This is an optimization exercise on Yosys and OpenROAD, whose aim is small area, a short achievable clock period and few clock cycles per item, not a production implementation. Where RTL was checked, it was by simulation tests only, not by an equivalence proof against the original.

==> pepper <==
Design complex_multiplier, start of the top module:
module complex_multiplier #(
    parameter INT_WIDTH = 8,
    parameter FRAC_WIDTH = 8
) (
    input wire clk,
    input wire rst,
    input wire signed [INT_WIDTH+FRAC_WIDTH-1:0] a_real,
    input wire signed [INT_WIDTH+FRAC_WIDTH-1:0] a_imag,
    input wire signed [INT_WIDTH+FRAC_WIDTH-1:0] b_real,
    input wire signed [INT_WIDTH+FRAC_WIDTH-1:0] b_imag,
    output wire signed [INT_WIDTH+FRAC_WIDTH-1:0] out_real,
    output wire signed [INT_WIDTH+FRAC_WIDTH-1:0] out_imag,
    input wire start,
    output reg done
);
make LEC_CHECK=0 ABC_AREA=1 CAP_MARGIN=20 CORE_MARGIN=2 CORE_UTILIZATION=40 SETUP_SLACK_MARGIN=3 SLEW_MARGIN=20 finish   # period 10.0 ns
run.sh (not shown) runs the stock make flow with config.mk's settings and CLKGATE_MAP_FILE= SYNTH_SCRIPT=/design/flow/synth_recipe.tcl, a recipe that flattens the netlist after the stock synthesis.
==> sierra: changes against pepper <==
==> flow/config.mk (replaced) <==
export PLATFORM = sky130hd
export DESIGN_NAME = complex_multiplier
export DESIGN_NICKNAME = complex_multiplier
export VERILOG_FILES = /design/flow/design.v
export SDC_FILE = /design/flow/constraint.sdc
export NUM_CORES = 4
export LEC_CHECK = 0
export CAP_MARGIN = 20
export CORE_MARGIN = 2
export CORE_UTILIZATION = 40
export SLEW_MARGIN = 20
==> violet: changes against pepper <==
--- a/flow/design.v
+++ b/flow/design.v
@@ -5,14 +5,14 @@
     input wire clk,
     input wire rst,
     input wire signed [INT_WIDTH+FRAC_WIDTH-1:0] a_real,
     input wire signed [INT_WIDTH+FRAC_WIDTH-1:0] a_imag,
     input wire signed [INT_WIDTH+FRAC_WIDTH-1:0] b_real,
     input wire signed [INT_WIDTH+FRAC_WIDTH-1:0] b_imag,
-    output wire signed [INT_WIDTH+FRAC_WIDTH-1:0] out_real,
-    output wire signed [INT_WIDTH+FRAC_WIDTH-1:0] out_imag,
+    output reg signed [INT_WIDTH+FRAC_WIDTH-1:0] out_real,
+    output reg signed [INT_WIDTH+FRAC_WIDTH-1:0] out_imag,
     input wire start,
     output reg done
 );
   wire one1 = b_real[0] ^ 1'b0;
   wire two2 = (b_real[1] & ~b_real[0] & ~1'b0) | (~b_real[1] & b_real[0] & 1'b0);
   wire one3 = b_real[2] ^ b_real[1];
@@ -1438,23 +1438,15 @@
   wire s1419 = c1352 ^ s1387 ^ c1386;
   wire c1420 = (c1352 & s1387) | (c1352 & c1386) | (s1387 & c1386);
   always @(posedge clk or posedge rst) begin
     if (rst) done <= 1'b0;
     else done <= start;
   end
-  wire [15:0] re_d0 = {c736, c734, c732, c730, c728, c726, c724, c722, c720, c718, c716, c714, c712, c710, c708, s707};
-  reg [15:0] re_q0;
-  wire [15:0] re_d1 = {s737, s735, s733, s731, s729, s727, s725, s723, s721, s719, s717, s715, s713, s711, s709, s675};
-  reg [15:0] re_q1;
-  wire [15:0] im_d0 = {c1418, c1416, c1414, c1412, c1410, c1408, c1406, c1404, c1402, c1400, c1398, c1396, c1394, c1392, c1390, s1389};
-  reg [15:0] im_q0;
-  wire [15:0] im_d1 = {s1419, s1417, s1415, s1413, s1411, s1409, s1407, s1405, s1403, s1401, s1399, s1397, s1395, s1393, s1391, s1357};
-  reg [15:0] im_q1;
+  wire [15:0] re_r0 = {c736, c734, c732, c730, c728, c726, c724, c722, c720, c718, c716, c714, c712, c710, c708, s707};
+  wire [15:0] re_r1 = {s737, s735, s733, s731, s729, s727, s725, s723, s721, s719, s717, s715, s713, s711, s709, s675};
+  wire [15:0] im_r0 = {c1418, c1416, c1414, c1412, c1410, c1408, c1406, c1404, c1402, c1400, c1398, c1396, c1394, c1392, c1390, s1389};
+  wire [15:0] im_r1 = {s1419, s1417, s1415, s1413, s1411, s1409, s1407, s1405, s1403, s1401, s1399, s1397, s1395, s1393, s1391, s1357};
   always @(posedge clk) begin
-    re_q0 <= re_d0;
-    re_q1 <= re_d1;
-    im_q0 <= im_d0;
-    im_q1 <= im_d1;
+    out_real <= re_r0 + re_r1;
+    out_imag <= im_r0 + im_r1;
   end
-  assign out_real = re_q0 + re_q1;
-  assign out_imag = im_q0 + im_q1;
 endmodule
==> flow/config.mk (replaced) <==
export PLATFORM = sky130hd
export DESIGN_NAME = complex_multiplier
export DESIGN_NICKNAME = complex_multiplier
export VERILOG_FILES = /design/flow/design.v
export SDC_FILE = /design/flow/constraint.sdc
export NUM_CORES = 4
export LEC_CHECK = 0
export CAP_MARGIN = 20
export CORE_MARGIN = 2
export CORE_UTILIZATION = 40
export SLEW_MARGIN = 20
==> raven: changes against pepper <==
==> flow/config.mk (replaced) <==
export PLATFORM = sky130hd
export DESIGN_NAME = complex_multiplier
export DESIGN_NICKNAME = complex_multiplier
export VERILOG_FILES = /design/flow/design.v
export SDC_FILE = /design/flow/constraint.sdc
export NUM_CORES = 4
export LEC_CHECK = 0
export CAP_MARGIN = 20
export CORE_MARGIN = 2
export CORE_UTILIZATION = 40
export SETUP_SLACK_MARGIN = 3
export SLEW_MARGIN = 20
==> comparison table <==
metric	violet	pepper	sierra	raven
Proportion of final cell area spent on non-clock buffers	0.0668	0.0756	0.0525	0.0550
Number of fill cells in the layout	7151	5319	7584	7573
Post-synthesis adder-cell area fraction	0.349	0.399	0.332	0.332
Filler-free cell count of the finished design	4539	3330	4740	4751
Row cnt	96	85	99	99
Count leader, synth	inv_1	inv_1	a21oi_1	a21oi_1
Overall via count from detail_route	29100	20400	30500	30700
Result of the run	complete, no violations	complete, no violations	complete, no violations	complete, no violations
Cell area after layout	29000 um2	24100 um2	30300 um2	30400 um2
Cell Area, Synth	27700 um2	21800 um2	29200 um2	29200 um2
Die Y	267 um	237 um	274 um	274 um
Final routed wirelength across all metal layers	126000 um	90200 um	130000 um	130000 um
Mean number of vias per cell	6.42	6.12	6.44	6.47
Post-DP HPWL	93800 um	62900 um	92400 um	92400 um
Storage element area	666 um2	1310 um2	1310 um2	1310 um2
Post-route minimum period	9.14 ns	6.96 ns	7.71 ns	6.98 ns
No functional check of the RTL was part of any run of this note.

* * *

==> inputs of v7 <==
Another version of the RTL of complex_multiplier (not shown whole).
==> flow/config.mk <==
export PLATFORM = sky130hd
export DESIGN_NAME = complex_multiplier
export DESIGN_NICKNAME = complex_multiplier
export VERILOG_FILES = /design/flow/design.v
export SDC_FILE = /design/flow/constraint.sdc
export NUM_CORES = 4
export LEC_CHECK = 0
export CAP_MARGIN = 20
export CORE_MARGIN = 2
export CORE_UTILIZATION = 40
export CTS_BUF_LIST = sky130_fd_sc_hd__clkbuf_4 sky130_fd_sc_hd__clkbuf_8
export CTS_CLUSTER_SIZE = 30
export SETUP_SLACK_MARGIN = 4.8
export SLEW_MARGIN = 20
export SYNTH_HIERARCHICAL = 1
export SYNTH_MINIMUM_KEEP_SIZE = 0
==> flow/constraint.sdc <==
create_clock -name core_clock -period 10.0 [get_ports {clk}]
set_input_delay 2.0000 -clock core_clock [delete_from_list [all_inputs] [get_ports {clk}]]
set_output_delay 2.0000 -clock core_clock [all_outputs]
set_load 0.01 [all_outputs]
standard.sh (not shown) runs the stock make flow with config.mk's settings and CLKGATE_MAP_FILE= SYNTH_SCRIPT=/design/flow/synth_recipe.tcl, a recipe that flattens the netlist after the stock synthesis.
==> flow/flow/run.sh <==
#!/bin/bash
# The standard layout (the standard.sh, standard synthesis unchanged), with two
# placement/resizer settings changed: the input and output ports get a plain buffer
# (buf_4) instead of the resizer's default pick, and the resizer may swap a cell for one
# of another footprint when it repairs timing.
set -euo pipefail
bash standard.sh BUFFER_PORTS_ARGS="-buffer_cell sky130_fd_sc_hd__buf_4" MATCH_CELL_FOOTPRINT=0 finish > layout.log 2>&1
==> inputs of v1, as changes to v7 <==
==> flow/config.mk (replaced) <==
export PLATFORM = sky130hd
export DESIGN_NAME = complex_multiplier
export DESIGN_NICKNAME = complex_multiplier
export VERILOG_FILES = /design/flow/design.v
export SDC_FILE = /design/flow/constraint.sdc
export NUM_CORES = 4
export LEC_CHECK = 0
export CAP_MARGIN = 20
export CORE_MARGIN = 2
export CORE_UTILIZATION = 60
export PLACE_DENSITY = 0.75
export SETUP_SLACK_MARGIN = 4.8
export SLEW_MARGIN = 20
export SYNTH_HIERARCHICAL = 1
export SYNTH_MINIMUM_KEEP_SIZE = 0
==> inputs of v8, as changes to v7 <==
--- a/flow/design.v
+++ b/flow/design.v
@@ -1117,36 +1117,36 @@
   wire p560, g560;
   cm_ha u560 (.a(c552), .b(s553), .s(p560), .co(g560));
   wire p561, g561;
   cm_ha u561 (.a(c553), .b(s554), .s(p561), .co(g561));
   wire p562, g562;
   cm_ha u562 (.a(c554), .b(s555), .s(p562), .co(g562));
   wire g563;
   cm_g u563 (.g1(g562), .p1(p562), .g0(g561), .g(g563));
-  wire p564;
-  cm_and2 u564 (.a(p562), .b(p561), .y(p564));
-  wire g565;
-  cm_g u565 (.g1(g560), .p1(p560), .g0(g559), .g(g565));
-  wire p566;
-  cm_and2 u566 (.a(p560), .b(p559), .y(p566));
+  wire g564;
+  cm_g u564 (.g1(g560), .p1(p560), .g0(g559), .g(g564));
+  wire p565;
+  cm_and2 u565 (.a(p562), .b(p561), .y(p565));
+  wire g566;
+  cm_g u566 (.g1(g563), .p1(p565), .g0(g564), .g(g566));
   wire g567;
-  cm_g u567 (.g1(g563), .p1(p564), .g0(g565), .g(g567));
-  wire p568;
-  cm_and2 u568 (.a(p564), .b(p566), .y(p568));
-  wire g569;
-  cm_g u569 (.g1(g558), .p1(p558), .g0(g557), .g(g569));
-  wire p570;
-  cm_and2 u570 (.a(p558), .b(p557), .y(p570));
-  wire g571;
-  cm_and2 u571 (.a(pp35), .b(g556), .y(g571));
-  wire g572;
-  cm_g u572 (.g1(g569), .p1(p570), .g0(g571), .g(g572));
+  cm_g u567 (.g1(g558), .p1(p558), .g0(g557), .g(g567));
+  wire g568;
+  cm_and2 u568 (.a(pp35), .b(g556), .y(g568));
+  wire p569;
+  cm_and2 u569 (.a(p558), .b(p557), .y(p569));
+  wire g570;
+  cm_g u570 (.g1(g567), .p1(p569), .g0(g568), .g(g570));
+  wire p571;
+  cm_and2 u571 (.a(p560), .b(p559), .y(p571));
+  wire p572;
+  cm_and2 u572 (.a(p565), .b(p571), .y(p572));
   wire g573;
-  cm_g u573 (.g1(g567), .p1(p568), .g0(g572), .g(g573));
+  cm_g u573 (.g1(g566), .p1(p572), .g0(g570), .g(g573));
   wire inv574 = ~ng384;
   wire inv575 = ~pp302;
   wire s576;
   cm_xn2 u576 (.a(ng419), .b(pp303), .s(s576));
   wire c577;
   cm_or2 u577 (.a(ng419), .b(pp303), .y(c577));
   wire s578, c578;
   cm_ha u578 (.a(pp336), .b(pp369), .s(s578), .co(c578));
@@ -1193,36 +1193,36 @@
   wire p601, g601;
   cm_ha u601 (.a(c592), .b(s593), .s(p601), .co(g601));
   wire p602, g602;
   cm_ha u602 (.a(c593), .b(s594), .s(p602), .co(g602));
   wire p603, g603;
   cm_ha u603 (.a(c594), .b(s595), .s(p603), .co(g603));
   wire g604;
   cm_g u604 (.g1(g603), .p1(p603), .g0(g602), .g(g604));
-  wire p605;
-  cm_and2 u605 (.a(p603), .b(p602), .y(p605));
-  wire g606;
-  cm_g u606 (.g1(g601), .p1(p601), .g0(g600), .g(g606));
-  wire p607;
-  cm_and2 u607 (.a(p601), .b(p600), .y(p607));
+  wire g605;
+  cm_g u605 (.g1(g601), .p1(p601), .g0(g600), .g(g605));
+  wire p606;
+  cm_and2 u606 (.a(p603), .b(p602), .y(p606));
+  wire g607;
+  cm_g u607 (.g1(g604), .p1(p606), .g0(g605), .g(g607));
   wire g608;
-  cm_g u608 (.g1(g604), .p1(p605), .g0(g606), .g(g608));
-  wire p609;
-  cm_and2 u609 (.a(p605), .b(p607), .y(p609));
-  wire g610;
-  cm_g u610 (.g1(g599), .p1(p599), .g0(g598), .g(g610));
-  wire p611;
-  cm_and2 u611 (.a(p599), .b(p598), .y(p611));
-  wire g612;
-  cm_g u612 (.g1(g597), .p1(p597), .g0(g596), .g(g612));
-  wire g613;
-  cm_g u613 (.g1(g610), .p1(p611), .g0(g612), .g(g613));
+  cm_g u608 (.g1(g599), .p1(p599), .g0(g598), .g(g608));
+  wire g609;
+  cm_g u609 (.g1(g597), .p1(p597), .g0(g596), .g(g609));
+  wire p610;
+  cm_and2 u610 (.a(p599), .b(p598), .y(p610));
+  wire g611;
+  cm_g u611 (.g1(g608), .p1(p610), .g0(g609), .g(g611));
+  wire p612;
+  cm_and2 u612 (.a(p601), .b(p600), .y(p612));
+  wire p613;
+  cm_and2 u613 (.a(p606), .b(p612), .y(p613));
   wire g614;
-  cm_g u614 (.g1(g608), .p1(p609), .g0(g613), .g(g614));
+  cm_g u614 (.g1(g607), .p1(p613), .g0(g611), .g(g614));
   wire s615, c615;
   cm_fa u615 (.a(ng189), .b(ng453), .c(pp107), .s(s615), .co(c615));
   wire s616, c616;
   cm_fa u616 (.a(pp140), .b(pp173), .c(pp305), .s(s616), .co(c616));
   wire s617, c617;
   cm_fa u617 (.a(pp338), .b(pp371), .c(pp404), .s(s617), .co(c617));
   wire s618, c618;
   cm_fa u618 (.a(pp42), .b(pp437), .c(pp74), .s(s618), .co(c618));
@@ -2654,36 +2654,36 @@
   wire p1340, g1340;
   cm_ha u1340 (.a(c1332), .b(s1333), .s(p1340), .co(g1340));
   wire p1341, g1341;
   cm_ha u1341 (.a(c1333), .b(s1334), .s(p1341), .co(g1341));
   wire p1342, g1342;
   cm_ha u1342 (.a(c1334), .b(s1335), .s(p1342), .co(g1342));
   wire g1343;
   cm_g u1343 (.g1(g1342), .p1(p1342), .g0(g1341), .g(g1343));
-  wire p1344;
-  cm_and2 u1344 (.a(p1342), .b(p1341), .y(p1344));
-  wire g1345;
-  cm_g u1345 (.g1(g1340), .p1(p1340), .g0(g1339), .g(g1345));
-  wire p1346;
-  cm_and2 u1346 (.a(p1340), .b(p1339), .y(p1346));
+  wire g1344;
+  cm_g u1344 (.g1(g1340), .p1(p1340), .g0(g1339), .g(g1344));
+  wire p1345;
+  cm_and2 u1345 (.a(p1342), .b(p1341), .y(p1345));
+  wire g1346;
+  cm_g u1346 (.g1(g1343), .p1(p1345), .g0(g1344), .g(g1346));
   wire g1347;
-  cm_g u1347 (.g1(g1343), .p1(p1344), .g0(g1345), .g(g1347));
-  wire p1348;
-  cm_and2 u1348 (.a(p1344), .b(p1346), .y(p1348));
-  wire g1349;
-  cm_g u1349 (.g1(g1338), .p1(p1338), .g0(g1337), .g(g1349));
-  wire p1350;
-  cm_and2 u1350 (.a(p1338), .b(p1337), .y(p1350));
-  wire g1351;
-  cm_and2 u1351 (.a(pp816), .b(g1336), .y(g1351));
-  wire g1352;
-  cm_g u1352 (.g1(g1349), .p1(p1350), .g0(g1351), .g(g1352));
+  cm_g u1347 (.g1(g1338), .p1(p1338), .g0(g1337), .g(g1347));
+  wire g1348;
+  cm_and2 u1348 (.a(pp816), .b(g1336), .y(g1348));
+  wire p1349;
+  cm_and2 u1349 (.a(p1338), .b(p1337), .y(p1349));
+  wire g1350;
+  cm_g u1350 (.g1(g1347), .p1(p1349), .g0(g1348), .g(g1350));
+  wire p1351;
+  cm_and2 u1351 (.a(p1340), .b(p1339), .y(p1351));
+  wire p1352;
+  cm_and2 u1352 (.a(p1345), .b(p1351), .y(p1352));
   wire g1353;
-  cm_g u1353 (.g1(g1347), .p1(p1348), .g0(g1352), .g(g1353));
+  cm_g u1353 (.g1(g1346), .p1(p1352), .g0(g1350), .g(g1353));
   wire s1354, c1354;
   cm_ha u1354 (.a(ng1199), .b(pp1084), .s(s1354), .co(c1354));
   wire s1355, c1355;
   cm_ha u1355 (.a(pp1085), .b(pp1117), .s(s1355), .co(c1355));
   wire s1356, c1356;
   cm_ha u1356 (.a(ng1164), .b(pp1082), .s(s1356), .co(c1356));
   wire s1357, c1357;
   cm_ha u1357 (.a(pp1083), .b(pp1115), .s(s1357), .co(c1357));
@@ -2714,36 +2714,36 @@
   wire p1370, g1370;
   cm_ha u1370 (.a(c1362), .b(s1363), .s(p1370), .co(g1370));
   wire p1371, g1371;
   cm_ha u1371 (.a(c1363), .b(s1364), .s(p1371), .co(g1371));
   wire p1372, g1372;
   cm_ha u1372 (.a(c1364), .b(s1365), .s(p1372), .co(g1372));
   wire g1373;
   cm_g u1373 (.g1(g1372), .p1(p1372), .g0(g1371), .g(g1373));
-  wire p1374;
-  cm_and2 u1374 (.a(p1372), .b(p1371), .y(p1374));
-  wire g1375;
-  cm_g u1375 (.g1(g1370), .p1(p1370), .g0(g1369), .g(g1375));
-  wire p1376;
-  cm_and2 u1376 (.a(p1370), .b(p1369), .y(p1376));
+  wire g1374;
+  cm_g u1374 (.g1(g1370), .p1(p1370), .g0(g1369), .g(g1374));
+  wire p1375;
+  cm_and2 u1375 (.a(p1372), .b(p1371), .y(p1375));
+  wire g1376;
+  cm_g u1376 (.g1(g1373), .p1(p1375), .g0(g1374), .g(g1376));
   wire g1377;
-  cm_g u1377 (.g1(g1373), .p1(p1374), .g0(g1375), .g(g1377));
-  wire p1378;
-  cm_and2 u1378 (.a(p1374), .b(p1376), .y(p1378));
-  wire g1379;
-  cm_g u1379 (.g1(g1368), .p1(p1368), .g0(g1367), .g(g1379));
-  wire p1380;
-  cm_and2 u1380 (.a(p1368), .b(p1367), .y(p1380));
-  wire g1381;
-  cm_and2 u1381 (.a(pp1079), .b(g1366), .y(g1381));
-  wire g1382;
-  cm_g u1382 (.g1(g1379), .p1(p1380), .g0(g1381), .g(g1382));
+  cm_g u1377 (.g1(g1368), .p1(p1368), .g0(g1367), .g(g1377));
+  wire g1378;
+  cm_and2 u1378 (.a(pp1079), .b(g1366), .y(g1378));
+  wire p1379;
+  cm_and2 u1379 (.a(p1368), .b(p1367), .y(p1379));
+  wire g1380;
+  cm_g u1380 (.g1(g1377), .p1(p1379), .g0(g1378), .g(g1380));
+  wire p1381;
+  cm_and2 u1381 (.a(p1370), .b(p1369), .y(p1381));
+  wire p1382;
+  cm_and2 u1382 (.a(p1375), .b(p1381), .y(p1382));
   wire g1383;
-  cm_g u1383 (.g1(g1377), .p1(p1378), .g0(g1382), .g(g1383));
+  cm_g u1383 (.g1(g1376), .p1(p1382), .g0(g1380), .g(g1383));
   wire s1384, c1384;
   cm_ha u1384 (.a(ng1233), .b(ng970), .s(s1384), .co(c1384));
   wire s1385, c1385;
   cm_fa u1385 (.a(pp1086), .b(pp1118), .c(pp1151), .s(s1385), .co(c1385));
   wire s1386, c1386;
   cm_fa u1386 (.a(pp1184), .b(pp1217), .c(pp823), .s(s1386), .co(c1386));
   wire s1387, c1387;
   cm_fa u1387 (.a(pp855), .b(pp888), .c(pp921), .s(s1387), .co(c1387));
==> flow/flow/run.sh (replaced) <==
#!/bin/bash
# The standard layout (the standard.sh, standard synthesis unchanged), with two
# placement/resizer settings changed: the input and output ports get a plain buffer
# (buf_4) instead of the resizer's default pick, and the resizer may swap a cell for one
# of another footprint when it repairs timing.
set -euo pipefail
bash standard.sh BUFFER_PORTS_ARGS="-buffer_cell sky130_fd_sc_hd__buf_4" MATCH_CELL_FOOTPRINT=0 RECOVER_POWER=100 finish > layout.log 2>&1
==> inputs of v27, as changes to v7 <==
==> flow/config.mk (replaced) <==
export PLATFORM = sky130hd
export DESIGN_NAME = complex_multiplier
export DESIGN_NICKNAME = complex_multiplier
export VERILOG_FILES = /design/flow/design.v
export SDC_FILE = /design/flow/constraint.sdc
export NUM_CORES = 4
export LEC_CHECK = 0
export CAP_MARGIN = 20
export CORE_MARGIN = 2
export CORE_UTILIZATION = 40
export SETUP_SLACK_MARGIN = 5.0
export SLEW_MARGIN = 20
export SYNTH_HIERARCHICAL = 1
export SYNTH_MINIMUM_KEEP_SIZE = 0
==> qor summary <==
metric	v27	v1	v8	v7
Setup crit end	re_q1_8	re_q1_7	re_q1_10	re_q1_10
Pre-CTS setup slack	3.625 ns	3.657 ns	3.635 ns	3.606 ns
Fin util	50.27%	69.52%	45.92%	46.06%
Number of cells upsized or downsized after cts	122	58	45	45
First-pass GRT wire length	116.2 mm	103.9 mm	105.4 mm	106.6 mm
Routed length on met2	36.68 mm	31.37 mm	33.52 mm	33.53 mm
Die Footprint	0.05267 mm2	0.03539 mm2	0.05267 mm2	0.05267 mm2
Critical path data arrival time	5.31 ns	5.44 ns	7.48 ns	5.48 ns
Result of the run	finished clean	finished clean	complete, but fails checks	finished clean
Violated checks	-	-	max-capacitance violations, max-slew violations	-
Slowest stage cell, crit path	fa_1	fa_1	clkbuf_1	fa_1
Testbench counts of v8, summed over its fixed seeds: cycles 4,000, items 4,000.
Only the layout flow was run in v7, v1 and v27; the RTL was not checked for function there.

-- what the ideal ports hide --
Ports are ideal in the flow. The routed layouts listed here were re-timed in OpenROAD.
Step 1 sets driving cells, clkbuf_16 on the clock port and buf_2 on the other inputs (assumed; they add their load-dependent delay and slew).
Step 2 also shifts input and output timing later by t, the mid clock arrival at the registers, as if the neighbouring blocks saw the same clock.
a / b / c = no drivers / after step 1 / after step 2; a / b = the first two.
run | t, ns | slack for setup (ns) | hold slack, ns | worst setup path at the end | worst slew at a driven data input, ns
pepper | 0.439 | 3.035 / 3.068 / 2.629 | 1.749 / 1.714 / 2.153 | input to register | 0.04
sierra | 0.445 | 2.293 / 2.312 / 1.868 | 1.750 / 1.701 / 2.145 | input to register | 0.07
violet | 0.353 | 0.864 / 0.895 / 0.541 | 1.832 / 1.803 / 2.156 | input to register | 0.19
raven | 0.443 | 3.024 / 3.072 / 2.629 | 1.749 / 1.703 / 2.146 | input to register | 0.07
v7 | 0.490 | 4.844 / 4.808 / 4.317 | 1.383 / 1.355 / 1.846 | input to register | 0.08
v1 | 0.435 | 4.804 / 4.749 / 4.314 | 1.430 / 1.398 / 1.833 | input to register | 0.20
v8 | 0.477 | 2.824 / 2.801 / 2.323 | 1.396 / 1.368 / 1.845 | input to register | 0.22
v27 | 0.440 | 4.954 / 4.707 / 4.268 | 1.447 / 1.412 / 1.852 | input to register | 0.36
The setup slack of v27, which loses most, moves by -0.247 ns with the drivers and by -0.686 ns with both steps.
